Source: an optimization exercise on an open RTL-to-GDS flow (aim: small area). Production flows keep margins and buffers that such runs may drop. Function was checked by simulation only, so behaviour that the tests miss may differ from the original. No activity file was given, so power comes from the tool's default toggle rates.

==> flow/run.sh <==
#!/bin/bash
# synth_recipe.tcl (not shown) runs the flow's synth.tcl, then flattens the netlist and writes it again
# the make line also repeats each setting of config.mk as NAME=value (left out here)
make -C /OpenROAD-flow-scripts/flow DESIGN_CONFIG=/design/flow/config.mk WORK_HOME=/design/flow/orfs CLKGATE_MAP_FILE= SYNTH_SCRIPT=/design/flow/synth_recipe.tcl finish
==> flow/config.mk <==
export PLATFORM = sky130hd
export DESIGN_NAME = game_core
export DESIGN_NICKNAME = game_core
export VERILOG_FILES = /design/flow/design.v
export SDC_FILE = /design/flow/constraint.sdc
export NUM_CORES = 4
export LEC_CHECK = 0
export CAP_MARGIN = 20
export CORE_MARGIN = 2
export CORE_UTILIZATION = 40
export SLEW_MARGIN = 20
==> flow/constraint.sdc <==
create_clock -name core_clock -period 12.0 [get_ports {clk}]
set_input_delay 2.4000 -clock core_clock [delete_from_list [all_inputs] [get_ports {clk}]]
set_output_delay 2.4000 -clock core_clock [all_outputs]
set_load 0.01 [all_outputs]
==> flow/design.v <==
module mbullet #(parameter int DIR = 0)    
(
    input  logic       clk, rst, hard, fe,
    input  logic [9:0] px, py,             
    input  logic [9:0] cx, cy,             
    output logic [9:0] bx, by,
    output logic       hit
);
    logic st, mv;                          
    logic [9:0] xin, yin;
    logic miss, inbox;
    always_comb begin
        xin = bx;
        yin = by;
        if (fe && mv) begin
            case (DIR)
                0: xin = bx - 10'd4;
                1: xin = bx + 10'd4;
                2: yin = by - 10'd4;
                default: yin = by + 10'd4;
            endcase
        end
    end
    wire [10:0] hx = {1'b0, xin} - {1'b0, cx};
    wire [10:0] hy = {1'b0, yin} - {1'b0, cy};
    assign miss  = (yin <= 10'd40) || (yin >= 10'd434 && yin <= 10'd1018) ||
                   (xin <= 10'd40) || (xin >= 10'd594 && xin <= 10'd1018);
    assign inbox = !hx[10] && hx[9:0] <= 10'd40 && cx <= 10'd983 &&
                   !hy[10] && hy[9:0] <= 10'd40 && cy <= 10'd983;
    assign hit   = !st && !miss && inbox;
    always_ff @(posedge clk) begin
        if (hard) begin
            bx <= 10'd340;
            by <= 10'd260;
            mv <= 1'b0;
        end else if (rst || (fe && st) || (!st && (miss || inbox))) begin
            bx <= px + 10'd20;
            by <= py + 10'd20;
            mv <= 1'b0;
        end else begin
            bx <= xin;
            by <= yin;
            mv <= mv | fe;
        end
        if (rst)
            st <= 1'b1;
        else if (st)
            st <= 1'b0;
        else
            st <= miss || inbox;
    end
endmodule
module game_core(
    input  logic        clk,
    input  logic        reset,           
    input  logic        frame_clk,       
    input  logic [15:0] keycode,
    input  logic [9:0]  DrawX, DrawY,    
    output logic [2:0]  Health,
    output logic        active_key,
    output logic        dungeon_frame1, dungeon_frame2, dungeon_frame3,
    output logic        initial_frame, final_frame, game_over,
    output logic [9:0]  Monster_X, Monster_Y, Monster_X_2, Monster_Y_2,
    output logic [9:0]  monster_bullet_X_L, monster_bullet_Y_L,
                        monster_bullet_X_R, monster_bullet_Y_R,
                        monster_bullet_X_U, monster_bullet_Y_U,
                        monster_bullet_X_D, monster_bullet_Y_D,
    output logic [9:0]  bullet_X, bullet_Y,
    output logic [9:0]  char_frame_X, char_frame_Y,
    output logic        character_frame,
    output logic        is_character, is_monster1, is_monster2, is_monster3,
    output logic        is_bullet, is_bullet_l, is_bullet_r, is_bullet_u, is_bullet_d,
    output logic        is_heart, is_key,
    output logic [18:0] char_ra, background_ra, monster1_ra, monster2_ra, monster3_ra,
    output logic [18:0] bullet_ra, bullet_l_ra, bullet_r_ra, bullet_u_ra, bullet_d_ra,
    output logic [18:0] heart_ra, key_ra
);
    logic fdly, fe;
    always_ff @(posedge clk) begin
        fdly <= frame_clk;
        fe   <= frame_clk & ~fdly;
    end
    localparam logic [2:0] S_START = 3'd0, S_L1 = 3'd1, S_W1 = 3'd2, S_W2 = 3'd3,
                           S_L2 = 3'd4, S_L3 = 3'd5, S_END = 3'd6, S_GO = 3'd7;
    logic [2:0] st, st_n;
    logic F1, F2, F3, Fkey, N2, N3, akey;
    logic F1_n, F2_n, F3_n, Fkey_n, N2_n, N3_n, akey_n;
    logic soft_reset;
    logic [2:0] health;
    logic [9:0] cx, cy;                   
    logic eng_finish, eng_hit;
    logic [1:0] last;                     
    wire inL1 = st == S_L1;
    wire inL2 = st == S_L2;
    wire inL3 = st == S_L3;
    wire act  = (inL1 & ~F1) | (inL2 & ~F2) | (inL3 & ~F3);
    wire [1:0] lvl = inL1 ? 2'd1 : inL2 ? 2'd2 : 2'd3;
    wire fin  = eng_finish & (act | (last == lvl));
    wire die  = health == 3'd0;
    wire k28 = keycode == 16'h0028;
    wire k29 = keycode == 16'h0029;
    wire k44 = keycode == 16'd44;
    wire cx_300_330 = cx >= 10'd300 && cx <= 10'd330;
    wire cy_210_230 = cy >= 10'd210 && cy <= 10'd230;
    always_comb begin
        st_n = st;
        F1_n = F1; F2_n = F2; F3_n = F3;
        Fkey_n = Fkey; N2_n = N2; N3_n = N3; akey_n = akey;
        soft_reset = 1'b0;
        case (st)
            S_START:
                if (k28) begin
                    st_n = S_L1;
                    soft_reset = 1'b1;
                    Fkey_n = 1'b0;
                    akey_n = 1'b0;
                end
            S_L1:
                if (fin)
                    F1_n = 1'b1;
                else if ((F1 && cx >= 10'd540 && cy >= 10'd220 && cy <= 10'd260) || k44) begin
                    N2_n = 1'b1;
                    st_n = S_W1;
                end else if (F1 && cx_300_330 && cy <= 10'd60) begin
                    N3_n = 1'b1;
                    st_n = S_W1;
                end else if (die)
                    st_n = S_GO;
            S_W1: begin
                st_n = S_W2;
                soft_reset = 1'b1;
            end
            S_W2: begin
                soft_reset = 1'b1;
                if (N2) begin
                    st_n = S_L2;
                    N2_n = 1'b0;
                end else if (N3) begin
                    st_n = S_L3;
                    N3_n = 1'b0;
                end else
                    st_n = S_L1;
            end
            S_L2:
                if (fin && !F2) begin
                    akey_n = 1'b1;
                    F2_n = 1'b1;
                end else if (akey && cx_300_330 && cy_210_230) begin
                    akey_n = 1'b0;
                    Fkey_n = 1'b1;
                end else if (F2 && Fkey && cy_210_230 && cx <= 10'd60)
                    st_n = S_W1;
                else if (die)
                    st_n = S_GO;
            S_L3:
                if (fin)
                    F3_n = 1'b1;
                else if (F3 && cx_300_330 && cy >= 10'd380)
                    st_n = S_W1;
                else if (die)
                    st_n = S_GO;
                else if (F3 && Fkey && cx_300_330 && cy_210_230)
                    st_n = S_END;
            default: begin        
                soft_reset = 1'b1;
                if (k29) begin
                    F1_n = 1'b0; F2_n = 1'b0; F3_n = 1'b0;
                    st_n = S_START;
                end
            end
        endcase
    end
    always_ff @(posedge clk) begin
        if (reset) begin
            st <= S_START;
            F1 <= 1'b0; F2 <= 1'b0; F3 <= 1'b0;
            Fkey <= 1'b0; N2 <= 1'b0; N3 <= 1'b0; akey <= 1'b0;
        end else begin
            st <= st_n;
            F1 <= F1_n; F2 <= F2_n; F3 <= F3_n;
            Fkey <= Fkey_n; N2 <= N2_n; N3 <= N3_n; akey <= akey_n;
        end
    end
    always_ff @(posedge clk) begin
        if (reset)
            health <= 3'b111;
        else if (act) begin
            if (eng_hit)
                health <= health - 3'd1;
        end else if (!(inL1 | inL2 | inL3 | st == S_W1 | st == S_W2))
            health <= 3'b111;
    end
    always_ff @(posedge clk)
        if (act)
            last <= lvl;
    logic nact;
    logic [1:0] nlvl;
    always_comb begin
        nact = 1'b0;
        nlvl = 2'd1;
        if (st == S_START)
            nact = k28 & ~F1;
        else if (st == S_W2) begin
            if (N2) begin
                nlvl = 2'd2;
                nact = ~F2;
            end else if (N3) begin
                nlvl = 2'd3;
                nact = ~F3;
            end else
                nact = ~F1;
        end
    end
    wire hard = nact & ~reset & (last != nlvl);
    wire erst = ~act;
    assign Health = health;
    assign active_key = akey;
    assign dungeon_frame1 = inL1;
    assign dungeon_frame2 = inL2;
    assign dungeon_frame3 = inL3;
    assign initial_frame = st == S_START;
    assign final_frame = st == S_END;
    assign game_over = st == S_GO;
    logic [1:0] cxm, cym;      
    logic [1:0] cxm_n, cym_n;
    logic cpic, cpic_n;
    wire [7:0] klo = keycode[7:0];
    wire [7:0] khi = keycode[15:8];
    wire cy_top = cy <= 10'd40;
    wire cy_bot = cy >= 10'd389 && cy <= 10'd973;
    wire cx_rgt = cx >= 10'd557 && cx <= 10'd981;
    wire cx_lft = cx <= 10'd40;
    wire [9:0] cxd = cxm[0] ? 10'h3fe : 10'd2;
    wire [9:0] cyd = cym[0] ? 10'h3fe : 10'd2;
    wire [9:0] cx_in = (fe && cxm[1]) ? cx + cxd : cx;
    wire [9:0] cy_in = (fe && cym[1]) ? cy + cyd : cy;
    always_comb begin
        cxm_n = (keycode == 16'd0) ? 2'b00 : cxm;
        cym_n = (keycode == 16'd0) ? 2'b00 : cym;
        cpic_n = cpic;
        if (fe) begin
            case (keycode)
                16'h001a: begin cym_n = 2'b11; cxm_n = 2'b00; end
                16'h0004: begin cxm_n = 2'b11; cym_n = 2'b00; cpic_n = 1'b1; end
                16'h0016: begin cym_n = 2'b10; cxm_n = 2'b00; end
                16'h0007: begin cxm_n = 2'b10; cym_n = 2'b00; cpic_n = 1'b0; end
                16'h1a04, 16'h041a: begin cxm_n = 2'b11; cym_n = 2'b11; cpic_n = 1'b1; end
                16'h1a07, 16'h071a: begin cxm_n = 2'b10; cym_n = 2'b11; cpic_n = 1'b0; end
                16'h0416, 16'h1604: begin cxm_n = 2'b11; cym_n = 2'b10; cpic_n = 1'b1; end
                16'h1607, 16'h0716: begin cxm_n = 2'b10; cym_n = 2'b10; cpic_n = 1'b0; end
                default: ;
            endcase
            if (cy_bot && (klo == 8'h16 || khi == 8'h16))
                cym_n = 2'b00;
            else if (cy_top && (klo == 8'h1a || khi == 8'h1a))
                cym_n = 2'b00;
            if (cx_rgt && klo == 8'h07) begin
                cxm_n = 2'b00;
                if (cy_top || cy_bot)
                    cym_n = 2'b00;
            end else if (cx_lft && klo == 8'h04) begin
                cxm_n = 2'b00;
                if (cy_top || cy_bot)
                    cym_n = 2'b00;
            end
        end
    end
    always_ff @(posedge clk) begin
        if (reset || soft_reset) begin
            cx <= 10'd50;
            cy <= 10'd50;
            cxm <= 2'b00;
            cym <= 2'b00;
            cpic <= 1'b0;
        end else begin
            cx <= cx_in;
            cy <= cy_in;
            cxm <= cxm_n;
            cym <= cym_n;
            cpic <= cpic_n;
        end
    end
    assign char_frame_X = cx;
    assign char_frame_Y = cy;
    assign character_frame = cpic;
    logic [1:0] h1;
    logic [9:0] p1x, p1y;
    logic [7:0] c1;
    logic [1:0] d1;            
    logic [1:0] m1;            
    logic [1:0] m1_n;
    logic pb_hit1, pb_hit2;    
    wire [9:0] q1x = hard ? 10'd320 : p1x;
    wire [9:0] q1y = hard ? 10'd240 : p1y;
    always_comb begin
        m1_n = (c1 < 8'd120) ? m1 : 2'd0;
        if (fe) begin
            if (d1 == 2'b00)
                m1_n = (p1y <= 10'd40) ? 2'd0 : 2'd3;
            else if (d1 == 2'b01)
                m1_n = 2'd1;
            else
                m1_n = (p1x >= 10'd579 && p1x <= 10'd1003) ? 2'd0 : 2'd2;
        end
    end
    always_ff @(posedge clk) begin
        if (hard) begin
            h1 <= 2'd3;
            p1x <= 10'd320;
            p1y <= 10'd240;
            m1 <= 2'd0;
            c1 <= 8'd0;
        end else begin
            if (pb_hit1)
                h1 <= h1 - 2'd1;
            else if (erst)
                h1 <= 2'd3;
            if (h1 == 2'd0) begin
                p1x <= 10'd0;
                p1y <= 10'd0;
            end else if (erst) begin
                p1x <= 10'd320;
                p1y <= 10'd240;
            end else if (fe) begin
                case (m1)
                    2'd1: p1x <= p1x - 10'd1;
                    2'd2: p1x <= p1x + 10'd1;
                    2'd3: p1y <= p1y - 10'd1;
                    default: ;
                endcase
            end
            m1 <= erst ? 2'd0 : m1_n;
            if (c1 > 8'd240 || erst)
                c1 <= 8'd0;
            else if (fe)
                c1 <= c1 + 8'd1;
        end
        if (q1x > cx)
            d1 <= 2'b01;
        else if (q1y > cy)
            d1 <= 2'b00;
        else
            d1 <= 2'b11;
    end
    logic [1:0] h2;
    logic [9:0] p2x, p2y;
    logic [7:0] c2;
    logic [1:0] d2;            
    logic [2:0] m2;            
    logic [2:0] m2_n;
    wire [9:0] q2x = hard ? 10'd200 : p2x;
    wire [9:0] q2y = hard ? 10'd300 : p2y;
    wire [10:0] ex = {1'b0, q2x} - {1'b0, cx};
    wire [10:0] ey = {1'b0, q2y} - {1'b0, cy};
    wire [9:0] ax = ex[10] ? (10'd0 - ex[9:0]) : ex[9:0];
    wire [9:0] ay = ey[10] ? (10'd0 - ey[9:0]) : ey[9:0];
    wire [1:0] d2_n = (ax >= ay) ? (ex[10] ? 2'b11 : 2'b01) : (ey[10] ? 2'b10 : 2'b00);
    always_comb begin
        m2_n = (c2 > 8'd80) ? m2 : 3'd0;
        if (fe) begin
            case (d2)
                2'b00: m2_n = (p2y <= 10'd40) ? 3'd0 : 3'b100;
                2'b01: m2_n = 3'b101;
                2'b10: m2_n = (p2y >= 10'd419 && p2y <= 10'd1003) ? 3'd0 : 3'b110;
                default: m2_n = (p2x >= 10'd579 && p2x <= 10'd1003) ? 3'd0 : 3'b111;
            endcase
        end
    end
    always_ff @(posedge clk) begin
        if (hard) begin
            h2 <= 2'd3;
            p2x <= 10'd200;
            p2y <= 10'd300;
            m2 <= 3'd0;
            c2 <= 8'd0;
        end else begin
            if (pb_hit2)
                h2 <= h2 - 2'd1;
            else if (erst)
                h2 <= 2'd3;
            if (h2 == 2'd0) begin
                p2x <= 10'd0;
                p2y <= 10'd0;
            end else if (erst) begin
                p2x <= 10'd200;
                p2y <= 10'd300;
            end else if (fe && m2[2]) begin
                case (m2[1:0])
                    2'b00: p2y <= p2y - 10'd3;
                    2'b01: p2x <= p2x - 10'd3;
                    2'b10: p2y <= p2y + 10'd3;
                    default: p2x <= p2x + 10'd3;
                endcase
            end
            m2 <= erst ? 3'd0 : m2_n;
            if (c2 > 8'd160 || erst)
                c2 <= 8'd0;
            else if (fe)
                c2 <= c2 + 8'd1;
        end
        d2 <= d2_n;
    end
    wire [10:0] tx = {1'b0, cx} - {1'b0, p2x};
    wire [10:0] ty = {1'b0, cy} - {1'b0, p2y};
    wire m2_touch = !tx[10] && tx[9:0] <= 10'd20 && p2x <= 10'd1003 &&
                    !ty[10] && ty[9:0] <= 10'd20 && p2y <= 10'd1003;
    logic [9:0] blx, bly, brx, bry, bux, buy, bdx, bdy;
    logic bl_hit, br_hit, bu_hit, bd_hit;
    mbullet #(.DIR(0)) mb_l(.clk(clk), .rst(erst), .hard(hard), .fe(fe), .px(p1x), .py(p1y),
                            .cx(cx), .cy(cy), .bx(blx), .by(bly), .hit(bl_hit));
    mbullet #(.DIR(1)) mb_r(.clk(clk), .rst(erst), .hard(hard), .fe(fe), .px(p1x), .py(p1y),
                            .cx(cx), .cy(cy), .bx(brx), .by(bry), .hit(br_hit));
    mbullet #(.DIR(2)) mb_u(.clk(clk), .rst(erst), .hard(hard), .fe(fe), .px(p1x), .py(p1y),
                            .cx(cx), .cy(cy), .bx(bux), .by(buy), .hit(bu_hit));
    mbullet #(.DIR(3)) mb_d(.clk(clk), .rst(erst), .hard(hard), .fe(fe), .px(p1x), .py(p1y),
                            .cx(cx), .cy(cy), .bx(bdx), .by(bdy), .hit(bd_hit));
    logic pst;                 
    logic [1:0] pdir;          
    logic pmv;
    logic [9:0] pbx, pby;
    logic [9:0] pxin, pyin;
    always_comb begin
        pxin = pbx;
        pyin = pby;
        if (fe && pmv && !pst) begin
            case (pdir)
                2'd0: pyin = pby - 10'd4;
                2'd1: pxin = pbx + 10'd4;
                2'd2: pyin = pby + 10'd4;
                default: pxin = pbx - 10'd4;
            endcase
        end
    end
    wire pmiss = (pyin <= 10'd40) || (pyin >= 10'd434 && pyin <= 10'd1018) ||
                 (pxin <= 10'd40) || (pxin >= 10'd594 && pxin <= 10'd1018);
    wire [10:0] g1x = {1'b0, pxin} - {1'b0, p1x};
    wire [10:0] g1y = {1'b0, pyin} - {1'b0, p1y};
    wire [10:0] g2x = {1'b0, pxin} - {1'b0, p2x};
    wire [10:0] g2y = {1'b0, pyin} - {1'b0, p2y};
    wire pbox1 = !g1x[10] && g1x[9:0] <= 10'd40 && p1x <= 10'd983 &&
                 !g1y[10] && g1y[9:0] <= 10'd40 && p1y <= 10'd983;
    wire pbox2 = !g2x[10] && g2x[9:0] <= 10'd40 && p2x <= 10'd983 &&
                 !g2y[10] && g2y[9:0] <= 10'd40 && p2y <= 10'd983;
    assign pb_hit1 = !pst && !pmiss && pbox1;
    assign pb_hit2 = !pst && !pmiss && !pbox1 && pbox2;
    wire pend = !pst && (pmiss || pbox1 || pbox2);
    always_ff @(posedge clk) begin
        if (erst || (fe && pst) || pend) begin
            pbx <= cx + 10'd20;
            pby <= cy + 10'd20;
            pmv <= 1'b0;
        end else begin
            pbx <= pxin;
            pby <= pyin;
            pmv <= pmv | fe;
        end
        if (erst)
            pst <= 1'b1;
        else if (pst) begin
            if (klo == 8'h52) begin
                pst <= 1'b0; pdir <= 2'd0;
            end else if (klo == 8'h51) begin
                pst <= 1'b0; pdir <= 2'd2;
            end else if (klo == 8'h50) begin
                pst <= 1'b0; pdir <= 2'd3;
            end else if (klo == 8'h4f) begin
                pst <= 1'b0; pdir <= 2'd1;
            end
        end else if (pend)
            pst <= 1'b1;
    end
    assign eng_finish = p1x == 10'd0 && p1y == 10'd0 && p2x == 10'd0 && p2y == 10'd0;
    assign eng_hit = bl_hit | br_hit | bu_hit | bd_hit | m2_touch;
    assign Monster_X = act ? p1x : 10'd0;
    assign Monster_Y = act ? p1y : 10'd0;
    assign Monster_X_2 = act ? p2x : 10'd0;
    assign Monster_Y_2 = act ? p2y : 10'd0;
    assign monster_bullet_X_L = act ? blx : 10'd0;
    assign monster_bullet_Y_L = act ? bly : 10'd0;
    assign monster_bullet_X_R = act ? brx : 10'd0;
    assign monster_bullet_Y_R = act ? bry : 10'd0;
    assign monster_bullet_X_U = act ? bux : 10'd0;
    assign monster_bullet_Y_U = act ? buy : 10'd0;
    assign monster_bullet_X_D = act ? bdx : 10'd0;
    assign monster_bullet_Y_D = act ? bdy : 10'd0;
    assign bullet_X = act ? pbx : 10'd0;
    assign bullet_Y = act ? pby : 10'd0;
    wire anydf = inL1 | inL2 | inL3;
    wire [10:0] chx = {1'b0, DrawX} - {1'b0, cx};
    wire [10:0] chy = {1'b0, DrawY} - {1'b0, cy};
    wire cbox = !chx[10] && chx[9:0] < 10'd42 && !chy[10] && chy[9:0] < 10'd50;
    assign is_character = cbox && !(initial_frame || final_frame || game_over);
    wire [9:0] charX = chx[9:0] - ((fe && cxm[1]) ? cxd : 10'd0);
    wire [9:0] charY = chy[9:0] - ((fe && cym[1]) ? cyd : 10'd0);
    assign char_ra = is_character ? (19'(charY) * 19'd42 + 19'(charX)) : 19'd0;
    wire [10:0] s1x = {1'b0, DrawX} - {1'b0, Monster_X};
    wire [10:0] s1y = {1'b0, DrawY} - {1'b0, Monster_Y};
    wire mbox1 = Monster_X != 10'd0 && !s1x[10] && s1x[9:0] < 10'd42 && Monster_X <= 10'd981 &&
                 !s1y[10] && s1y[9:0] < 10'd50 && Monster_Y <= 10'd973;
    assign is_monster1 = mbox1 && dungeon_frame1;
    assign is_monster2 = mbox1 && !dungeon_frame1 && (dungeon_frame2 || dungeon_frame3);
    wire [18:0] m1ra = 19'(s1y[5:0]) * 19'd42 + 19'(s1x[5:0]);
    assign monster1_ra = is_monster1 ? m1ra : 19'd0;
    assign monster2_ra = is_monster2 ? m1ra : 19'd0;
    wire [10:0] s2x = {1'b0, DrawX} - {1'b0, Monster_X_2};
    wire [10:0] s2y = {1'b0, DrawY} - {1'b0, Monster_Y_2};
    wire mbox2 = Monster_X_2 != 10'd0 && !s2x[10] && s2x[9:0] < 10'd42 && Monster_X_2 <= 10'd981 &&
                 !s2y[10] && s2y[9:0] < 10'd50 && Monster_Y_2 <= 10'd973;
    assign is_monster3 = mbox2 && anydf;
    assign monster3_ra = is_monster3 ? (19'(s2y[5:0]) * 19'd42 + 19'(s2x[5:0])) : 19'd0;
    function automatic logic [5:0] bbox(input logic [9:0] dx, input logic [9:0] dy,
                                        input logic [9:0] bx, input logic [9:0] by);
        logic [10:0] sx, sy;
        sx = {1'b0, dx} - {1'b0, bx};
        sy = {1'b0, dy} - {1'b0, by};
        bbox[0] = !sx[10] && sx[9:0] < 10'd5 && bx <= 10'd1018 &&
                  !sy[10] && sy[9:0] < 10'd5 && by <= 10'd1018;
        bbox[5:1] = 5'(sy[2:0]) * 5'd5 + 5'(sx[2:0]);
    endfunction
    wire [5:0] bl = bbox(DrawX, DrawY, monster_bullet_X_L, monster_bullet_Y_L);
    wire [5:0] br = bbox(DrawX, DrawY, monster_bullet_X_R, monster_bullet_Y_R);
    wire [5:0] bu = bbox(DrawX, DrawY, monster_bullet_X_U, monster_bullet_Y_U);
    wire [5:0] bd = bbox(DrawX, DrawY, monster_bullet_X_D, monster_bullet_Y_D);
    wire [5:0] bp = bbox(DrawX, DrawY, bullet_X, bullet_Y);
    assign is_bullet_l = bl[0] && monster_bullet_X_L > 10'd20 && monster_bullet_Y_L > 10'd20;
    assign is_bullet_r = br[0] && monster_bullet_X_R > 10'd20 && monster_bullet_Y_R > 10'd20;
    assign is_bullet_u = bu[0] && monster_bullet_X_U > 10'd20 && monster_bullet_Y_U > 10'd20;
    assign is_bullet_d = bd[0] && monster_bullet_X_D > 10'd20 && monster_bullet_Y_D > 10'd20;
    assign is_bullet   = bp[0] && bullet_X != 10'd0 && bullet_Y != 10'd0;
    assign bullet_l_ra = is_bullet_l ? 19'(bl[5:1]) : 19'd0;
    assign bullet_r_ra = is_bullet_r ? 19'(br[5:1]) : 19'd0;
    assign bullet_u_ra = is_bullet_u ? 19'(bu[5:1]) : 19'd0;
    assign bullet_d_ra = is_bullet_d ? 19'(bd[5:1]) : 19'd0;
    assign bullet_ra   = is_bullet   ? 19'(bp[5:1]) : 19'd0;
    wire [7:0] hmax = {health, 4'b0} + {health, 2'b0};
    assign is_heart = DrawX < {2'b0, hmax} && DrawY < 10'd20 && anydf;
    assign heart_ra = is_heart ? (19'(DrawY[4:0]) * 19'd140 + 19'(DrawX[7:0])) : 19'd0;
    assign is_key = akey && DrawX >= 10'd300 && DrawX < 10'd360 && DrawY >= 10'd210 && DrawY < 10'd245;
    wire [5:0] kx = DrawX[5:0] - 6'd44;       
    wire [5:0] ky = DrawY[5:0] - 6'd18;       
    assign key_ra = is_key ? (19'(ky) * 19'd60 + 19'(kx)) : 19'd0;
    assign background_ra = 19'(DrawY[9:1]) * 19'd320 + 19'(DrawX[9:1]);
endmodule
==> results.sh, run 1 <==
export IMPL_outcome="no timing/DRC/antenna violations"
export IMPL_synth_common_cells="ha_1, inv_1, nor2_1"
export IMPL_io_pins=449
export IMPL_wl_per_cell_um=22.3
export IMPL_max_freq_ghz=0.0887
export IMPL_synth_edf_count=6
export IMPL_dr_pass1_iters=5
export IMPL_die_area_um2=95200
export IMPL_yosysMostFrequentCell="ha_1"
export IMPL_synthTopCellsByArea="ha_1, dfxtp_1, xnor2_1, inv_1, a21oi_1"
export IMPL_ir_drop_mv=0.114
export IMPL_crit_path_start_kind="input pin"
export IMPL_cp_arrival_ps=8880
export IMPL_yosysSeqAreaShare=0.120
export IMPL_synthMuxAreaShare=0.0341
export IMPL_drv_slew=0
export IMPL_synth_top_area_cell="ha_1"
export IMPL_cap_violations=0
export IMPL_cts_sinks=219
export IMPL_relSlewSlack=0.183
export IMPL_max_stage_delay_ps=550
export IMPL_ys_ff_latch=219
export IMPL_fin_nets=5995
export IMPL_grt_pass1_vias=34438
export IMPL_ff2ff_setup_slack_ps=5300
export IMPL_synth_async_sr_flop_share=0
export IMPL_synth_top_family_by_area="adder cells"
export IMPL_die_y_um=309
export IMPL_start_util=0.404
export IMPL_dp_hpwl_mm=113
export IMPL_ys_flop_type="dfxtp_1"
export IMPL_slowest_stage="clkdlybuf4s50_1"
export IMPL_path_max_fanout=3
export IMPL_num_vias=37521
export IMPL_core_area_um2=91800
export IMPL_hold_viol=0
export IMPL_clock_path_buffers=3
export IMPL_drc_errors=0
export IMPL_drive_above_1_share=0.0403
export IMPL_drtAntennaViolNets=0
export IMPL_synth_compound_area_share=0.214
export IMPL_crit_top_cell="ha_1"
export IMPL_worstPathRequired_ps=9600
export IMPL_antenna_found_initial=11
export IMPL_cts_tree="done"
export IMPL_crit_buf_inv=5
export IMPL_worst_pin_slew_ps=1220
export IMPL_hold_end="fe$_DFF_P_"
export IMPL_place_gp_congestion=0.952
export IMPL_fillCellCount=9295
export IMPL_cts_resized=0
export IMPL_hold_buffers=0
export IMPL_synthAdderAreaFrac=0.245
export IMPL_grt_max_degree=65
export IMPL_drt_iter0_drc=3379
export IMPL_cp_top_family="compound AO/OA/AOI/OAI gates"
export IMPL_r2r_end="d2[1]$_DFF_P_"
export IMPL_grt_overflow_total=0
export IMPL_fin_ws_ps=721
export IMPL_routed_wl_mm=146
export IMPL_setup_viol_count_final=0
export IMPL_synth_warnings=5
export IMPL_synthesis_instances=4965
export IMPL_post_cts_buffers=0
export IMPL_std_cell_rows=111
export IMPL_min_period_over_period=0.940
export IMPL_synth_avg_cell_area_um2=7.47
export IMPL_clk_pin_slew_ps=60
export IMPL_cellLeakagePower_nw=19.4
export IMPL_cts_buffers=30
export IMPL_r2r_cells=27
export IMPL_synthSimpleGateAreaFrac=0.207
export IMPL_clkLatencyLatePin_ps=620
export IMPL_hold_class="flip-flop to flip-flop"
export IMPL_place_ws_ps=827
export IMPL_htreeDepth=1
export IMPL_min_from="fdly$_DFF_P_"
export IMPL_dieWidth_um=309
export IMPL_min_period_ps=11280
export IMPL_grt_setup_unrepaired="false"
export IMPL_syn_cell_area_um2=37100
export IMPL_syn_to_final_growth_pct=14.9
export IMPL_clockRootBuffer="clkbuf_16"
export IMPL_skew_ps=17.4
export IMPL_synth_top_area_frac=0.211
export IMPL_synth_xor_area_frac=0.0862
export IMPL_grt_pass1_wl_mm=215
export IMPL_grt_usage=0.297
export IMPL_worstHoldPathCells=1
export IMPL_path_class="input pin to output pin"
export IMPL_fin_tns_setup_ps=0
export IMPL_r2r_start="st[0]$_SDFFE_PP0P_"
export IMPL_p_per_area_nw_per_um2=88.0
export IMPL_portBuffers=342
export IMPL_vias_per_cell=5.74
export IMPL_synth_distinct_cells=106
export IMPL_endpoint_kind="output pin"
-- cell families (layout without fill, tap and decap cells) --
logic type,Yosys count,after routing
AND/OR/NAND/NOR,1564,1564
AO/OA/AOI/OAI,1211,1211
buffers and inverters,794,1014
adder cells (fa/ha/maj),689,689
XOR/XNOR,365,365
flip-flops,219,219
multiplexers,122,122
other,1,110
-- per-stage QoR --
stage	utilization	power [mW]	hold slack [ps]	instances	area, um^2
after floorplan	-	2.25	367	5070	37500
after global placement	0.453	2.77	375	6476	41600
after detailed placement	0.453	2.77	377	6476	41600
after CTS	0.464	3.75	387	6531	42600
after global routing	0.464	4.01	396	6533	42600
final	0.464	3.75	382	6537	42600
-- where the power goes --
group / switching [mW] / internal, mW / leakage [nW]
sequential: 0.00865 / 0.735 / 1.77
combinational: 1.21 / 0.833 / 17.2
clock: 0.404 / 0.557 / 0.492
-- placed cells by master (no fill, tap or decap), types with 24 or more instances in the layout --
cell             count
a21oi_1            331
nor2_1             426
o21ai_0            235
o21bai_1            60
nand2_1            383
nor2b_1             86
xor2_1             124
fa_1                62
nor3b_1             24
nor4_1              82
nand2b_1            61
clkdlybuf4s50_1    336
dfxtp_1            212
a31oi_1             46
a211oi_1            39
conb_1             106
o21a_1              63
ha_1               627
or3_1               36
clkbuf_16           30
a21o_1             116
inv_1              536
buf_4               73
and3_1              45
nand3_1             79
xnor2_1            240
nor3_1             128
nand4_1             71
and2_1              51
a21boi_0            39
mux2i_1             89
-- layout make-up --
cell class                      count  area (um^2)  share of cell area
Timing Repair Buffer              417         3960              0.0929
Tap cell                         1243         1560              0.0365
Antenna cell                        4         10.0            0.000235
Clock buffer                       41          842              0.0198
Clock inverter                     14          180             0.00423
Multi-Input combinational cell   4057        29600               0.694
Sequential cell                   219         4450               0.104
Inverter                          542         2040              0.0478
-- how the worst max path moves through the flow --
| stage | startpoint | endpoint | slack [ps] | depth (start not counted) |
|---|---|---|---|---|
| after floorplan | DrawY[1] | char_ra[16] | 2140 | 24 |
| after global placement | DrawY[3] | char_ra[15] | 870 | 26 |
| after detailed placement | DrawY[3] | char_ra[15] | 830 | 26 |
| after CTS | DrawY[3] | char_ra[15] | 790 | 26 |
| after global routing | DrawY[3] | char_ra[15] | 250 | 26 |
| final | DrawY[3] | char_ra[15] | 720 | 26 |
-- state kept, by name (all words and copies together), names as in the netlist, 10 cells and up --
register	flops
mb_d.bx	10
mb_d.by	10
mb_l.bx	10
mb_l.by	10
mb_r.bx	10
mb_r.by	10
mb_u.bx	10
mb_u.by	10
p1x	10
p1y	10
p2x	10
p2y	10
-- worst register-to-register path, delay by kind of cell (launching register included) --
kind	cells	cell delay, ps
mux	1	180
compound gates	14	2430
fa+ha+maj	2	640
simple gates	7	1440
buf+inv	3	1320
flops	1	590
-- routing by layer --
metal,vias up,track usage,part of all wire
li1,18003,-,-
met1,17656,0.415,0.44
met2,1599,0.456,0.42
met3,255,0.0437,0.091
met4,8,0.118,0.043
met5,-,0,0.00032
==> run 2, diff against run 1 <==
--- a/flow/design.v
+++ b/flow/design.v
@@ -7,4 +7,27 @@
     output logic       hit
 );
+    function automatic logic [10:0] sub10(input logic [9:0] a, input logic [9:0] b);
+        logic c;
+        c = 1'b1;
+        for (int i = 0; i < 10; i++) begin
+            sub10[i] = a[i] ^ ~b[i] ^ c;
+            c = (a[i] & ~b[i]) | (a[i] & c) | (~b[i] & c);
+        end
+        sub10[10] = ~c;
+    endfunction
+    function automatic logic ge10(input logic [9:0] a, input logic [9:0] b);
+        logic g;
+        g = 1'b1;
+        for (int i = 0; i < 10; i++)
+            g = (a[i] & ~b[i]) | (a[i] & g) | (~b[i] & g);
+        ge10 = g;
+    endfunction
+    function automatic logic ge8(input logic [7:0] a, input logic [7:0] b);
+        logic g;
+        g = 1'b1;
+        for (int i = 0; i < 8; i++)
+            g = (a[i] & ~b[i]) | (a[i] & g) | (~b[i] & g);
+        ge8 = g;
+    endfunction
     logic st, mv;                          
     logic [9:0] xin, yin;
@@ -22,10 +45,10 @@
         end
     end
-    wire [10:0] hx = {1'b0, xin} - {1'b0, cx};
-    wire [10:0] hy = {1'b0, yin} - {1'b0, cy};
-    assign miss  = (yin <= 10'd40) || (yin >= 10'd434 && yin <= 10'd1018) ||
-                   (xin <= 10'd40) || (xin >= 10'd594 && xin <= 10'd1018);
-    assign inbox = !hx[10] && hx[9:0] <= 10'd40 && cx <= 10'd983 &&
-                   !hy[10] && hy[9:0] <= 10'd40 && cy <= 10'd983;
+    wire [10:0] hx = sub10(xin, cx);
+    wire [10:0] hy = sub10(yin, cy);
+    assign miss  = (ge10(10'd40, yin)) || (ge10(yin, 10'd434) && ge10(10'd1018, yin)) ||
+                   (ge10(10'd40, xin)) || (ge10(xin, 10'd594) && ge10(10'd1018, xin));
+    assign inbox = !hx[10] && ge10(10'd40, hx[9:0]) && ge10(10'd983, cx) &&
+                   !hy[10] && ge10(10'd40, hy[9:0]) && cy <= 10'd983;
     assign hit   = !st && !miss && inbox;
     always_ff @(posedge clk) begin
@@ -76,4 +99,27 @@
     output logic [18:0] heart_ra, key_ra
 );
+    function automatic logic [10:0] sub10(input logic [9:0] a, input logic [9:0] b);
+        logic c;
+        c = 1'b1;
+        for (int i = 0; i < 10; i++) begin
+            sub10[i] = a[i] ^ ~b[i] ^ c;
+            c = (a[i] & ~b[i]) | (a[i] & c) | (~b[i] & c);
+        end
+        sub10[10] = ~c;
+    endfunction
+    function automatic logic ge10(input logic [9:0] a, input logic [9:0] b);
+        logic g;
+        g = 1'b1;
+        for (int i = 0; i < 10; i++)
+            g = (a[i] & ~b[i]) | (a[i] & g) | (~b[i] & g);
+        ge10 = g;
+    endfunction
+    function automatic logic ge8(input logic [7:0] a, input logic [7:0] b);
+        logic g;
+        g = 1'b1;
+        for (int i = 0; i < 8; i++)
+            g = (a[i] & ~b[i]) | (a[i] & g) | (~b[i] & g);
+        ge8 = g;
+    endfunction
     logic fdly, fe;
     always_ff @(posedge clk) begin
@@ -101,6 +147,6 @@
     wire k29 = keycode == 16'h0029;
     wire k44 = keycode == 16'd44;
-    wire cx_300_330 = cx >= 10'd300 && cx <= 10'd330;
-    wire cy_210_230 = cy >= 10'd210 && cy <= 10'd230;
+    wire cx_300_330 = ge10(cx, 10'd300) && cx <= 10'd330;
+    wire cy_210_230 = ge10(cy, 10'd210) && cy <= 10'd230;
     always_comb begin
         st_n = st;
@@ -119,8 +165,8 @@
                 if (fin)
                     F1_n = 1'b1;
-                else if ((F1 && cx >= 10'd540 && cy >= 10'd220 && cy <= 10'd260) || k44) begin
+                else if ((F1 && ge10(cx, 10'd540) && ge10(cy, 10'd220) && ge10(10'd260, cy)) || k44) begin
                     N2_n = 1'b1;
                     st_n = S_W1;
-                end else if (F1 && cx_300_330 && cy <= 10'd60) begin
+                end else if (F1 && cx_300_330 && ge10(10'd60, cy)) begin
                     N3_n = 1'b1;
                     st_n = S_W1;
@@ -149,5 +195,5 @@
                     akey_n = 1'b0;
                     Fkey_n = 1'b1;
-                end else if (F2 && Fkey && cy_210_230 && cx <= 10'd60)
+                end else if (F2 && Fkey && cy_210_230 && ge10(10'd60, cx))
                     st_n = S_W1;
                 else if (die)
@@ -156,5 +202,5 @@
                 if (fin)
                     F3_n = 1'b1;
-                else if (F3 && cx_300_330 && cy >= 10'd380)
+                else if (F3 && cx_300_330 && ge10(cy, 10'd380))
                     st_n = S_W1;
                 else if (die)
@@ -228,6 +274,6 @@
     wire [7:0] khi = keycode[15:8];
     wire cy_top = cy <= 10'd40;
-    wire cy_bot = cy >= 10'd389 && cy <= 10'd973;
-    wire cx_rgt = cx >= 10'd557 && cx <= 10'd981;
+    wire cy_bot = ge10(cy, 10'd389) && cy <= 10'd973;
+    wire cx_rgt = ge10(cx, 10'd557) && cx <= 10'd981;
     wire cx_lft = cx <= 10'd40;
     wire [9:0] cxd = cxm[0] ? 10'h3fe : 10'd2;
@@ -294,12 +340,12 @@
     wire [9:0] q1y = hard ? 10'd240 : p1y;
     always_comb begin
-        m1_n = (c1 < 8'd120) ? m1 : 2'd0;
+        m1_n = (!ge8(c1, 8'd120)) ? m1 : 2'd0;
         if (fe) begin
             if (d1 == 2'b00)
-                m1_n = (p1y <= 10'd40) ? 2'd0 : 2'd3;
+                m1_n = (ge10(10'd40, p1y)) ? 2'd0 : 2'd3;
             else if (d1 == 2'b01)
                 m1_n = 2'd1;
             else
-                m1_n = (p1x >= 10'd579 && p1x <= 10'd1003) ? 2'd0 : 2'd2;
+                m1_n = (ge10(p1x, 10'd579) && ge10(10'd1003, p1x)) ? 2'd0 : 2'd2;
         end
     end
@@ -331,12 +377,12 @@
             end
             m1 <= erst ? 2'd0 : m1_n;
-            if (c1 > 8'd240 || erst)
+            if (!ge8(8'd240, c1) || erst)
                 c1 <= 8'd0;
             else if (fe)
                 c1 <= c1 + 8'd1;
         end
-        if (q1x > cx)
+        if (!ge10(cx, q1x))
             d1 <= 2'b01;
-        else if (q1y > cy)
+        else if (!ge10(cy, q1y))
             d1 <= 2'b00;
         else
@@ -351,17 +397,17 @@
     wire [9:0] q2x = hard ? 10'd200 : p2x;
     wire [9:0] q2y = hard ? 10'd300 : p2y;
-    wire [10:0] ex = {1'b0, q2x} - {1'b0, cx};
-    wire [10:0] ey = {1'b0, q2y} - {1'b0, cy};
+    wire [10:0] ex = sub10(q2x, cx);
+    wire [10:0] ey = sub10(q2y, cy);
     wire [9:0] ax = ex[10] ? (10'd0 - ex[9:0]) : ex[9:0];
     wire [9:0] ay = ey[10] ? (10'd0 - ey[9:0]) : ey[9:0];
-    wire [1:0] d2_n = (ax >= ay) ? (ex[10] ? 2'b11 : 2'b01) : (ey[10] ? 2'b10 : 2'b00);
+    wire [1:0] d2_n = ge10(ax, ay) ? (ex[10] ? 2'b11 : 2'b01) : (ey[10] ? 2'b10 : 2'b00);
     always_comb begin
-        m2_n = (c2 > 8'd80) ? m2 : 3'd0;
+        m2_n = (!ge8(8'd80, c2)) ? m2 : 3'd0;
         if (fe) begin
             case (d2)
-                2'b00: m2_n = (p2y <= 10'd40) ? 3'd0 : 3'b100;
+                2'b00: m2_n = (ge10(10'd40, p2y)) ? 3'd0 : 3'b100;
                 2'b01: m2_n = 3'b101;
-                2'b10: m2_n = (p2y >= 10'd419 && p2y <= 10'd1003) ? 3'd0 : 3'b110;
-                default: m2_n = (p2x >= 10'd579 && p2x <= 10'd1003) ? 3'd0 : 3'b111;
+                2'b10: m2_n = (ge10(p2y, 10'd419) && ge10(10'd1003, p2y)) ? 3'd0 : 3'b110;
+                default: m2_n = (ge10(p2x, 10'd579) && ge10(10'd1003, p2x)) ? 3'd0 : 3'b111;
             endcase
         end
@@ -394,5 +440,5 @@
             end
             m2 <= erst ? 3'd0 : m2_n;
-            if (c2 > 8'd160 || erst)
+            if (!ge8(8'd160, c2) || erst)
                 c2 <= 8'd0;
             else if (fe)
@@ -401,8 +447,8 @@
         d2 <= d2_n;
     end
-    wire [10:0] tx = {1'b0, cx} - {1'b0, p2x};
-    wire [10:0] ty = {1'b0, cy} - {1'b0, p2y};
-    wire m2_touch = !tx[10] && tx[9:0] <= 10'd20 && p2x <= 10'd1003 &&
-                    !ty[10] && ty[9:0] <= 10'd20 && p2y <= 10'd1003;
+    wire [10:0] tx = sub10(cx, p2x);
+    wire [10:0] ty = sub10(cy, p2y);
+    wire m2_touch = !tx[10] && ge10(10'd20, tx[9:0]) && ge10(10'd1003, p2x) &&
+                    !ty[10] && ge10(10'd20, ty[9:0]) && p2y <= 10'd1003;
     logic [9:0] blx, bly, brx, bry, bux, buy, bdx, bdy;
     logic bl_hit, br_hit, bu_hit, bd_hit;
@@ -432,14 +478,14 @@
         end
     end
-    wire pmiss = (pyin <= 10'd40) || (pyin >= 10'd434 && pyin <= 10'd1018) ||
-                 (pxin <= 10'd40) || (pxin >= 10'd594 && pxin <= 10'd1018);
-    wire [10:0] g1x = {1'b0, pxin} - {1'b0, p1x};
-    wire [10:0] g1y = {1'b0, pyin} - {1'b0, p1y};
-    wire [10:0] g2x = {1'b0, pxin} - {1'b0, p2x};
-    wire [10:0] g2y = {1'b0, pyin} - {1'b0, p2y};
-    wire pbox1 = !g1x[10] && g1x[9:0] <= 10'd40 && p1x <= 10'd983 &&
-                 !g1y[10] && g1y[9:0] <= 10'd40 && p1y <= 10'd983;
-    wire pbox2 = !g2x[10] && g2x[9:0] <= 10'd40 && p2x <= 10'd983 &&
-                 !g2y[10] && g2y[9:0] <= 10'd40 && p2y <= 10'd983;
+    wire pmiss = (ge10(10'd40, pyin)) || (ge10(pyin, 10'd434) && ge10(10'd1018, pyin)) ||
+                 (ge10(10'd40, pxin)) || (ge10(pxin, 10'd594) && ge10(10'd1018, pxin));
+    wire [10:0] g1x = sub10(pxin, p1x);
+    wire [10:0] g1y = sub10(pyin, p1y);
+    wire [10:0] g2x = sub10(pxin, p2x);
+    wire [10:0] g2y = sub10(pyin, p2y);
+    wire pbox1 = !g1x[10] && ge10(10'd40, g1x[9:0]) && ge10(10'd983, p1x) &&
+                 !g1y[10] && ge10(10'd40, g1y[9:0]) && p1y <= 10'd983;
+    wire pbox2 = !g2x[10] && ge10(10'd40, g2x[9:0]) && ge10(10'd983, p2x) &&
+                 !g2y[10] && ge10(10'd40, g2y[9:0]) && p2y <= 10'd983;
     assign pb_hit1 = !pst && !pmiss && pbox1;
     assign pb_hit2 = !pst && !pmiss && !pbox1 && pbox2;
@@ -487,15 +533,15 @@
     assign bullet_Y = act ? pby : 10'd0;
     wire anydf = inL1 | inL2 | inL3;
-    wire [10:0] chx = {1'b0, DrawX} - {1'b0, cx};
-    wire [10:0] chy = {1'b0, DrawY} - {1'b0, cy};
-    wire cbox = !chx[10] && chx[9:0] < 10'd42 && !chy[10] && chy[9:0] < 10'd50;
+    wire [10:0] chx = sub10(DrawX, cx);
+    wire [10:0] chy = sub10(DrawY, cy);
+    wire cbox = !chx[10] && !ge10(chx[9:0], 10'd42) && !chy[10] && chy[9:0] < 10'd50;
     assign is_character = cbox && !(initial_frame || final_frame || game_over);
     wire [9:0] charX = chx[9:0] - ((fe && cxm[1]) ? cxd : 10'd0);
     wire [9:0] charY = chy[9:0] - ((fe && cym[1]) ? cyd : 10'd0);
     assign char_ra = is_character ? (19'(charY) * 19'd42 + 19'(charX)) : 19'd0;
-    wire [10:0] s1x = {1'b0, DrawX} - {1'b0, Monster_X};
-    wire [10:0] s1y = {1'b0, DrawY} - {1'b0, Monster_Y};
-    wire mbox1 = Monster_X != 10'd0 && !s1x[10] && s1x[9:0] < 10'd42 && Monster_X <= 10'd981 &&
-                 !s1y[10] && s1y[9:0] < 10'd50 && Monster_Y <= 10'd973;
+    wire [10:0] s1x = sub10(DrawX, Monster_X);
+    wire [10:0] s1y = sub10(DrawY, Monster_Y);
+    wire mbox1 = Monster_X != 10'd0 && !s1x[10] && !ge10(s1x[9:0], 10'd42) && ge10(10'd981, Monster_X) &&
+                 !s1y[10] && !ge10(s1y[9:0], 10'd50) && Monster_Y <= 10'd973;
     assign is_monster1 = mbox1 && dungeon_frame1;
     assign is_monster2 = mbox1 && !dungeon_frame1 && (dungeon_frame2 || dungeon_frame3);
@@ -503,8 +549,8 @@
     assign monster1_ra = is_monster1 ? m1ra : 19'd0;
     assign monster2_ra = is_monster2 ? m1ra : 19'd0;
-    wire [10:0] s2x = {1'b0, DrawX} - {1'b0, Monster_X_2};
-    wire [10:0] s2y = {1'b0, DrawY} - {1'b0, Monster_Y_2};
-    wire mbox2 = Monster_X_2 != 10'd0 && !s2x[10] && s2x[9:0] < 10'd42 && Monster_X_2 <= 10'd981 &&
-                 !s2y[10] && s2y[9:0] < 10'd50 && Monster_Y_2 <= 10'd973;
+    wire [10:0] s2x = sub10(DrawX, Monster_X_2);
+    wire [10:0] s2y = sub10(DrawY, Monster_Y_2);
+    wire mbox2 = Monster_X_2 != 10'd0 && !s2x[10] && !ge10(s2x[9:0], 10'd42) && ge10(10'd981, Monster_X_2) &&
+                 !s2y[10] && !ge10(s2y[9:0], 10'd50) && Monster_Y_2 <= 10'd973;
     assign is_monster3 = mbox2 && anydf;
     assign monster3_ra = is_monster3 ? (19'(s2y[5:0]) * 19'd42 + 19'(s2x[5:0])) : 19'd0;
@@ -512,8 +558,8 @@
                                         input logic [9:0] bx, input logic [9:0] by);
         logic [10:0] sx, sy;
-        sx = {1'b0, dx} - {1'b0, bx};
-        sy = {1'b0, dy} - {1'b0, by};
-        bbox[0] = !sx[10] && sx[9:0] < 10'd5 && bx <= 10'd1018 &&
-                  !sy[10] && sy[9:0] < 10'd5 && by <= 10'd1018;
+        sx = sub10(dx, bx);
+        sy = sub10(dy, by);
+        bbox[0] = !sx[10] && !ge10(sx[9:0], 10'd5) && ge10(10'd1018, bx) &&
+                  !sy[10] && !ge10(sy[9:0], 10'd5) && by <= 10'd1018;
         bbox[5:1] = 5'(sy[2:0]) * 5'd5 + 5'(sx[2:0]);
     endfunction
@@ -523,8 +569,8 @@
     wire [5:0] bd = bbox(DrawX, DrawY, monster_bullet_X_D, monster_bullet_Y_D);
     wire [5:0] bp = bbox(DrawX, DrawY, bullet_X, bullet_Y);
-    assign is_bullet_l = bl[0] && monster_bullet_X_L > 10'd20 && monster_bullet_Y_L > 10'd20;
-    assign is_bullet_r = br[0] && monster_bullet_X_R > 10'd20 && monster_bullet_Y_R > 10'd20;
-    assign is_bullet_u = bu[0] && monster_bullet_X_U > 10'd20 && monster_bullet_Y_U > 10'd20;
-    assign is_bullet_d = bd[0] && monster_bullet_X_D > 10'd20 && monster_bullet_Y_D > 10'd20;
+    assign is_bullet_l = bl[0] && !ge10(10'd20, monster_bullet_X_L) && monster_bullet_Y_L > 10'd20;
+    assign is_bullet_r = br[0] && !ge10(10'd20, monster_bullet_X_R) && monster_bullet_Y_R > 10'd20;
+    assign is_bullet_u = bu[0] && !ge10(10'd20, monster_bullet_X_U) && monster_bullet_Y_U > 10'd20;
+    assign is_bullet_d = bd[0] && !ge10(10'd20, monster_bullet_X_D) && monster_bullet_Y_D > 10'd20;
     assign is_bullet   = bp[0] && bullet_X != 10'd0 && bullet_Y != 10'd0;
     assign bullet_l_ra = is_bullet_l ? 19'(bl[5:1]) : 19'd0;
@@ -534,7 +580,7 @@
     assign bullet_ra   = is_bullet   ? 19'(bp[5:1]) : 19'd0;
     wire [7:0] hmax = {health, 4'b0} + {health, 2'b0};
-    assign is_heart = DrawX < {2'b0, hmax} && DrawY < 10'd20 && anydf;
+    assign is_heart = !ge10(DrawX, {2'b0, hmax}) && !ge10(DrawY, 10'd20) && anydf;
     assign heart_ra = is_heart ? (19'(DrawY[4:0]) * 19'd140 + 19'(DrawX[7:0])) : 19'd0;
-    assign is_key = akey && DrawX >= 10'd300 && DrawX < 10'd360 && DrawY >= 10'd210 && DrawY < 10'd245;
+    assign is_key = akey && ge10(DrawX, 10'd300) && !ge10(DrawX, 10'd360) && ge10(DrawY, 10'd210) && DrawY < 10'd245;
     wire [5:0] kx = DrawX[5:0] - 6'd44;       
     wire [5:0] ky = DrawY[5:0] - 6'd18;       
==> run 2 against run 1 <==
  * Area after synthesis shrank 16%
  * First-iteration DRC count decreased by 22%
  * Power shrank 10%
  * Non-clock buffer count grew 27
  * Wire length decreased by 18%
  * Combinational power is 16% lower
  * Highest routed layer is now met4
==> results.sh, run 2 <==
export IMPL_worstPathCellList="clkdlybuf4s50_1 > fa_2 > fa_2 > fa_1 > fa_2 > fa_2 > fa_1 > fa_2 > fa_2 > xnor2_2 > xnor2_2 > ha_1 > ha_1 > ha_1 > ha_2 > inv_1 > nand2_1 > a2111o_1 > o211ai_1 > nand4_1 > nand3b_1 > nor4_1 > dlygate4sd2_1"
export IMPL_synthesis_instances=3773
export IMPL_io_pins=449
export IMPL_wl_per_cell_um=23.0
export IMPL_synthTopCellsByArea="fa_1, dfxtp_1, ha_1, nor2_1, inv_1"
export IMPL_setup_viol_count_final=0
export IMPL_r2r_end="pbx[3]$_DFF_P_"
export IMPL_p_per_area_nw_per_um2=92.1
export IMPL_timing_critical_path_from="DrawY[2]"
export IMPL_endpoint_kind="output pin"
export IMPL_hold_buffers=0
export IMPL_dr_pass1_iters=5
export IMPL_ys_ff_latch=219
export IMPL_synth_distinct_cells=85
export IMPL_std_cell_rows=102
export IMPL_synth_top_area_cell="fa_1"
export IMPL_start_util=0.402
export IMPL_path_class="input pin to output pin"
export IMPL_clock_path_buffers=3
export IMPL_grt_max_degree=73
export IMPL_hold_viol=0
export IMPL_fillCellCount=7666
export IMPL_htreeDepth=1
export IMPL_worstPathRequired_ps=9600
export IMPL_routed_wl_mm=119
export IMPL_clockRootBuffer="clkbuf_16"
export IMPL_place_ws_ps=-349
export IMPL_syn_to_final_growth_pct=18.0
export IMPL_r2r_start="p1y[0]$_SDFFE_PP0P_"
export IMPL_syn_cell_area_um2=31000
export IMPL_grt_usage=0.294
export IMPL_ir_drop_mv=0.141
export IMPL_num_vias=28513
export IMPL_grt_pass1_vias=26560
export IMPL_crit_path_start_kind="input pin"
export IMPL_synth_avg_cell_area_um2=8.22
export IMPL_slowest_stage="fa_2"
export IMPL_drtAntennaViolNets=0
export IMPL_min_period_over_period=0.960
export IMPL_cts_sinks=219
export IMPL_grt_pass1_wl_mm=174
export IMPL_cap_violations=0
export IMPL_hold_class="flip-flop to flip-flop"
export IMPL_cellLeakagePower_nw=16.2
export IMPL_drc_errors=0
export IMPL_cts_tree="done"
export IMPL_relSlewSlack=0.132
export IMPL_ff2ff_setup_slack_ps=4130
export IMPL_fin_ws_ps=480
export IMPL_swShare=0.397
export IMPL_antenna_found_initial=2
export IMPL_worst_pin_slew_ps=1290
export IMPL_dieWidth_um=282
export IMPL_die_y_um=282
export IMPL_min_period_ps=11520
export IMPL_clkLatencyLatePin_ps=610
export IMPL_seq_area_um2=4450
export IMPL_yosysSeqAreaShare=0.143
export IMPL_drive_above_1_share=0.0483
export IMPL_power_share_sequential=0.222
export IMPL_final_util=0.475
export IMPL_fin_nets=4790
export IMPL_endpoint="char_ra[16]"
export IMPL_cp_arrival_ps=9120
export IMPL_synth_async_sr_flop_share=0
export IMPL_skew_ps=42.2
export IMPL_outcome="no timing/DRC/antenna violations"
export IMPL_synth_top_area_frac=0.196
export IMPL_dp_hpwl_mm=95.8
export IMPL_portBuffers=342
export IMPL_pwr_share_clk=0.268
export IMPL_mostFrequentLayoutCells="nor2_1, inv_1, clkdlybuf4s50_1"
export IMPL_netSwitchingPower_mw=1.34
export IMPL_max_freq_ghz=0.0868
export IMPL_clk_pin_slew_ps=60
export IMPL_die_area_um2=79700
export IMPL_vias_per_cell=5.50
export IMPL_core_area_um2=77100
export IMPL_drt_iter0_drc=2652
export IMPL_drv_slew=0
export IMPL_ys_flop_type="dfxtp_1"
export IMPL_crit_top_cell="fa_2"
export IMPL_synth_edf_count=6
export IMPL_grt_overflow_total=0
export IMPL_intPower_mw=2.03
export IMPL_cts_buffers=28
export IMPL_max_stage_delay_ps=590
export IMPL_path_max_fanout=3
export IMPL_place_gp_congestion=0.987
export IMPL_combPwrFrac=0.510
export IMPL_yosysMostFrequentCell="nor2_1"
export IMPL_r2r_cells=25
export IMPL_grt_setup_unrepaired="false"
export IMPL_layout_commonest_cell="nor2_1"
export IMPL_synth_warnings=5
export IMPL_synth_common_cells="nor2_1, inv_1, ha_1"
export IMPL_multi_input_area_um2=24000
==> run 2: cell types whose count changed after synthesis, moves of 93 or more <==
| cell | change |
|---|---|
| ha_1 | -302 |
| fa_1 | +242 |
| nand2_1 | -142 |
| a21oi_1 | -119 |
| inv_1 | -101 |
| o21ai_0 | -93 |
==> run 2: how the worst min path moves through the flow <==
stage | to | startpoint | cells past startpoint
floorplan | fe$_DFF_P_ | fdly$_DFF_P_ | 1
global placement | fe$_DFF_P_ | fdly$_DFF_P_ | 1
detailed placement | fe$_DFF_P_ | fdly$_DFF_P_ | 1
CTS | fe$_DFF_P_ | fdly$_DFF_P_ | 1
global route | fe$_DFF_P_ | fdly$_DFF_P_ | 1
finish | fe$_DFF_P_ | fdly$_DFF_P_ | 1
==> run 2: area by class of cell <==
type                    instances  area share
multi-input cells            2988       0.657
flip-flops and latches        219       0.121
repair buffers                444       0.115
inverters                     441      0.0452
well taps                    1040      0.0356
clock buffers                  38      0.0215
clock inverters                13     0.00479
diodes                          2    0.000137
==> run 2: power by group through the flow <==
stage	sequential (mW)	clock [mW]	combinational [mW]
floorplan	0.761	0	1.21
global placement	0.766	0	1.68
detailed placement	0.766	0	1.69
CTS	0.749	0.909	1.70
global route	0.751	0.936	1.93
finish	0.750	0.904	1.72
==> run 2: routing by layer <==
layer	GRT usage	vias to the layer above	share of wire
li1	-	13245	-
met1	0.400	13773	0.42
met2	0.457	1302	0.44
met3	0.0686	193	0.099
met4	0.104	0	0.039
met5	0	-	0
==> run 2: cell families (layout without fill, tap and decap cells) <==
family                     Yosys count  count (layout)  share of synthesized area
and+or+nand+nor                   1220            1220                      0.191
AOI/OAI and AO/OA                  681             681                      0.139
buffers and inverters              671             936                     0.0959
adders and majority gates          642             642                      0.332
xor gates and xnor gates           253             253                     0.0715
DFF                                219             219                      0.143
muxes                               86              86                     0.0282
other                                1             108                   0.000121
==> run 2: metrics by stage <==
stage	instance area (um^2)	power (mW)	setup TNS, ps	cells	hold WS (ps)
4_1_cts	36500	3.36	-53.8	5181	385
3_3_place_gp	35600	2.45	-1010	5130	363
6_report	36600	3.37	0	5185	378
2_1_floorplan	31400	1.97	0	3878	367
5_1_grt	36600	3.61	0	5183	424
3_5_place_dp	35600	2.45	-1240	5130	368
==> run 2: repair_timing <==
action                                  4_1_cts  5_1_grt
buffers inserted                              0        1
pin swaps                                     1        6
endpoints found under the setup margin        4        4
gates resized for setup                       7        9
cloned                                        0        0
==> run 2: critical path: cells and delay by family <==
family                     cells  cell delay, ps
and+or+nand+nor                4             680
xor gates and xnor gates       2             240
buffers and inverters          3             840
adders and majority gates     12            4440
AOI/OAI and AO/OA              2             520

port drivers added, routing unchanged:
The results above use ideal ports. As a check the final layouts listed here were re-extracted and re-timed, cells and wires unchanged.
Step 1 assumes that a clkbuf_16 drives the clock port and a buf_2 every other input.
Step 2, shift: input delay + t, output delay - t, t = (earliest + latest rising clock arrival at the registers) / 2. This alone moves slack from input paths to output paths.
Slacks: ideal ports / drivers / drivers and shift; pairs: ideal ports / drivers.
run | shift t [ns] | setup slack, ns | hold slack, ns | worst setup path at the end | cell pins on the clock port's net
run 1 | 0.675 | 0.721 / 0.694 / 0.694 | 0.382 / 0.382 / 0.382 | input to output | 1
run 2 | 0.655 | 0.480 / 0.451 / 0.451 | 0.378 / 0.378 / 0.378 | input to output | 1
After both steps every run listed still meets setup and hold. The setup slack of run 2, which loses most, moves by -0.029 ns with the drivers and by -0.029 ns with both steps.
